This is an optimization exercise on Yosys and OpenROAD, whose aim is small area and a short achievable clock period, not a production implementation. RTL that was checked went through simulation tests only; none was proved equivalent to the original. Power and IR drop assume default switching activity.

==> wip/fjord <==
// fp32_mul
module fp32_mul (
    input wire          clk         ,
    input wire          rst_n       ,
    input wire [31:0]   a           ,        
    input wire [31:0]   b           ,        
    input wire          in_valid    ,        
    output reg          out_valid   ,        
    output reg [31:0]   result               
);
clock: 10.0 ns
lec_check: 0
abc_area: 1
cap_margin: 20
core_margin: 2
core_utilization: 40
setup_slack_margin: 5
slew_margin: 20
synth_hierarchical: 1
synth_minimum_keep_size: 0
tns_end_percent: 10
standard.sh (not shown) runs the stock make flow with config.mk's settings and CLKGATE_MAP_FILE= SYNTH_SCRIPT=/design/flow/synth_recipe.tcl, a recipe that flattens the netlist after the stock synthesis.
==> flow/flow/run.sh <==
#!/bin/bash
# The standard layout (standard.sh) with two changes: the ports are buffered
# by buf_2 cells instead of the default delay buffers, and the setup repair
# aims for a slack of 6 ns. Synthesis is unchanged.
set -euo pipefail
sed "s/SETUP_SLACK_MARGIN=[0-9.]*/SETUP_SLACK_MARGIN=6/" standard.sh > standard_margin.sh
bash standard_margin.sh BUFFER_PORTS_ARGS="-buffer_cell sky130_fd_sc_hd__buf_2" finish > flow_make.log 2>&1
==> inputs of wip/harbor, as changes to wip/fjord <==
--- a/flow/config.mk
+++ b/flow/config.mk
@@ -8,7 +8,7 @@
 export ABC_AREA = 1
 export CAP_MARGIN = 20
 export CORE_MARGIN = 2
-export CORE_UTILIZATION = 40
+export CORE_UTILIZATION = 45
 export SETUP_SLACK_MARGIN = 5
 export SLEW_MARGIN = 20
 export SYNTH_HIERARCHICAL = 1
==> inputs of wip/zinc, as changes to wip/fjord <==
--- a/flow/config.mk
+++ b/flow/config.mk
@@ -6,11 +6,11 @@
 export NUM_CORES = 4
 export LEC_CHECK = 0
 export ABC_AREA = 1
-export CAP_MARGIN = 20
+export CAP_MARGIN = 10
 export CORE_MARGIN = 2
 export CORE_UTILIZATION = 40
 export SETUP_SLACK_MARGIN = 5
-export SLEW_MARGIN = 20
+export SLEW_MARGIN = 10
 export SYNTH_HIERARCHICAL = 1
 export SYNTH_MINIMUM_KEEP_SIZE = 0
 export TNS_END_PERCENT = 10
==> comparison table <==
| metric | wip/zinc | wip/harbor | wip/fjord |
|---|---|---|---|
| Fin area | 0.02532 mm^2 | 0.02502 mm^2 | 0.02537 mm^2 |
| Power, Total | 7.379 mW | 7.462 mW | 7.405 mW |
| Final non-filler cell total | 3,525 | 3,428 | 3,524 |
| Setup fix buffers added after clock tree synthesis | 29 | 32 | 36 |
| ClkCell Share | 0.02303 | 0.02485 | 0.02382 |
| Hold endpoint | s2_sign | s2_nan | s2_sign |
| Layout buffer count excluding clock buffers | 196 | 183 | 201 |
| Net switching share of the total power | 0.5199 | 0.5198 | 0.5198 |
| Result of the run | no timing/DRC/antenna violations | no timing/DRC/antenna violations | no timing/DRC/antenna violations |
| Met3 track demand over resource in global routing | 0.05715 | 0.06975 | 0.05703 |
| Number of iterations in the first detailed-routing pass | 8 | 6 | 8 |
| Leakage component of the power | 10.96 nW | 10.87 nW | 10.99 nW |
| Post-Place Cell Area | 0.02294 mm^2 | 0.02283 mm^2 | 0.02294 mm^2 |
| Chip height | 238.3 um | 224.9 um | 238.3 um |
| Non-clk buf share | 0.06344 | 0.05836 | 0.06598 |
| Crit-path max cell delay | 0.76 ns | 0.57 ns | 0.61 ns |
No run of this note included a check of the RTL's function; only the layout flow was run.

* * *

==> inputs of 06-27 <==
Another version of the RTL of fp32_mul (not shown whole).
Settings: LEC_CHECK=0, ABC_AREA=1, CAP_MARGIN=20, CORE_MARGIN=2, CORE_UTILIZATION=40, GPL_TIMING_DRIVEN=0, SETUP_SLACK_MARGIN=5, SLEW_MARGIN=20, SYNTH_HIERARCHICAL=1, SYNTH_MINIMUM_KEEP_SIZE=0, TNS_END_PERCENT=10; clock period 10.0 ns.
Scripts as last shown in full above: flow/flow/run.sh
==> 08-21 (differences from 06-27) <==
- CAP_MARGIN: 20 -> 10
- GPL_TIMING_DRIVEN: 0 -> unset
- SLEW_MARGIN: 20 -> 10
==> comparison table <==
                                                                                06-27                    08-21
Outcome                                                       complete, no violations  complete, no violations
Proportion of total power due to net switching                                  51.8%                    51.6%
Post-layout total power                                                       7.50 mW                  7.34 mW
Sequential Area                                                         0.00372 sq mm            0.00368 sq mm
Met2 track demand over resource                                                 44.0%                    40.0%
Clk cell area share                                                             2.55%                    2.57%
Clock slew at reported path FFs                                               0.09 ns                  0.10 ns
Mean routed wirelength per cell                                               22.1 um                  20.5 um
Total placed instance area                                               0.0235 sq mm             0.0231 sq mm
Power share of the combinational group                                          75.2%                    74.5%
Detailed router's first-iteration violation count                                2356                     1935
Multi-input gate count                                                           2135                     2145
Time the final worst path needs with I/O delays and setup                     4.05 ns                  4.17 ns
Maximum number of pins on one net before global-route repair                       24                       31
Maximum net fanout on the critical path                                            10                       30
Met2 wirelength from detailed routing                                        35900 um                 33100 um
Final cell area excluding filler cells                                   0.0255 sq mm             0.0247 sq mm
Worst hold slack                                                             0.334 ns                 0.331 ns
Combinational power                                                           5.64 mW                  5.47 mW
Multi-input logic portion of the cell area                                      68.1%                    69.5%
WP depth                                                                           11                       12
Global placer's final weighted congestion                                        1.02                    0.924
Capture instance of the worst register-to-register path                     s2_hb[19]                s2_hb[13]
Worst-Margin Slew                                                            0.879 ns                  1.04 ns
Internal power contribution                                                   3.61 mW                  3.56 mW
Filler cell count in the final layout                                            5411                     5372
FF-to-FF path depth                                                                11                       12

* * *

==> inputs of run F <==
Another version of the RTL of fp32_mul (not shown whole).
==> flow/config.mk <==
export PLATFORM = sky130hd
export DESIGN_NAME = fp32_mul
export DESIGN_NICKNAME = fp32_mul
export VERILOG_FILES = /design/flow/design.v
export SDC_FILE = /design/flow/constraint.sdc
export NUM_CORES = 4
export LEC_CHECK = 0
export ABC_AREA = 1
export CAP_MARGIN = 20
export CORE_MARGIN = 2
export CORE_UTILIZATION = 40
export SETUP_SLACK_MARGIN = 5
export SLEW_MARGIN = 20
export SYNTH_HIERARCHICAL = 1
export SYNTH_MINIMUM_KEEP_SIZE = 0
==> flow/constraint.sdc <==
create_clock -name core_clock -period 10.0 [get_ports {clk}]
set_input_delay 2.0000 -clock core_clock [delete_from_list [all_inputs] [get_ports {clk}]]
set_output_delay 2.0000 -clock core_clock [all_outputs]
set_load 0.01 [all_outputs]
==> flow/flow/run.sh <==
#!/bin/bash
# The standard layout (standard.sh) with two changes: the ports are buffered
# by buf_2 cells instead of the default delay buffers, and the setup repair
# aims for a slack of 7 ns. Synthesis is unchanged.
set -euo pipefail
sed "s/SETUP_SLACK_MARGIN=[0-9.]*/SETUP_SLACK_MARGIN=7/" standard.sh > standard_margin.sh
bash standard_margin.sh BUFFER_PORTS_ARGS="-buffer_cell sky130_fd_sc_hd__buf_2" finish > flow_make.log 2>&1
==> run P (differences from run F) <==
==> flow/flow/run.sh (replaced) <==
#!/bin/bash
# The standard layout (standard.sh) with two changes: the ports are buffered
# by buf_2 cells instead of the default delay buffers, and the setup repair
# aims for a slack of 6.5 ns. Synthesis is unchanged.
set -euo pipefail
sed "s/SETUP_SLACK_MARGIN=[0-9.]*/SETUP_SLACK_MARGIN=6.5/" standard.sh > standard_margin.sh
bash standard_margin.sh BUFFER_PORTS_ARGS="-buffer_cell sky130_fd_sc_hd__buf_2" finish > flow_make.log 2>&1
==> results_dict.tcl <==
set metrics [dict create \
    fin_worst_hold_slack_ps 333.4 \
    final_worst_path_period_need_ps 4005 \
    worst_path_max_delay_cell "fa_1" \
    worstPathCellList "buf_12 -> nor2_4 -> clkinv_4 -> nand2_8 -> nand2_8 -> o22ai_1 -> xor2_1 -> fa_1 -> fa_1 -> fa_2 -> fa_1 -> fa_2" \
    outcome "no timing/DRC/antenna violations" \
]
-- figures above: run P

==> results_dict.tcl <==
set metrics [dict create \
    outcome "no timing/DRC/antenna violations" \
    dominant_cells "multi-input gates" \
    fin_worst_hold_slack_ps 335.4 \
    hold-path-endpoint "s2_sign$_DFF_P_" \
    share_of_final_layout_standard_cells_stronger_than_drive_strength_1_pct 40.85 \
    global_route.peak_usage_layer "met2" \
    finalMaxSlewViolations 0 \
    worst_path_max_delay_cell "fa_2" \
    routed-via-count 23370 \
    final_worst_path_period_need_ps 3939 \
]
-- figures above: run F

[re-timing with driven ports]
No port has a modelled driver above. Below, the same layouts with a new extraction and two added sets of constraints.
Step 1 sets driving cells, clkbuf_16 on the clock port and buf_2 on the other inputs (assumed; they add their load-dependent delay and slew).
Step 2, shift: input delay + t, output delay - t, t = (earliest + latest rising clock arrival at the registers) / 2. This alone moves slack from input paths to output paths.
Three values: ideal ports, drivers, drivers and shift; two values: the first two.
| run | shift t [ns] | slack for setup (ns) | latest minus earliest clock arrival (ns) |
|---|---|---|---|
| wip/fjord | 0.522 | 5.929 / 5.929 / 5.570 | 0.019 / 0.018 |
| wip/harbor | 0.555 | 5.897 / 5.897 / 5.589 | 0.015 / 0.016 |
| wip/zinc | 0.525 | 5.851 / 5.851 / 5.552 | 0.019 / 0.018 |
| 06-27 | 0.558 | 5.949 / 5.949 / 5.534 | 0.019 / 0.019 |
| 08-21 | 0.557 | 5.829 / 5.829 / 5.355 | 0.024 / 0.024 |
| run F | 0.559 | 6.061 / 6.061 / 5.707 | 0.022 / 0.022 |
| run P | 0.541 | 5.995 / 5.995 / 5.783 | 0.021 / 0.020 |
After both steps every run listed still meets setup and hold. The setup slack of 08-21, which loses most, moves by 0.000 ns with the drivers and by -0.474 ns with both steps.
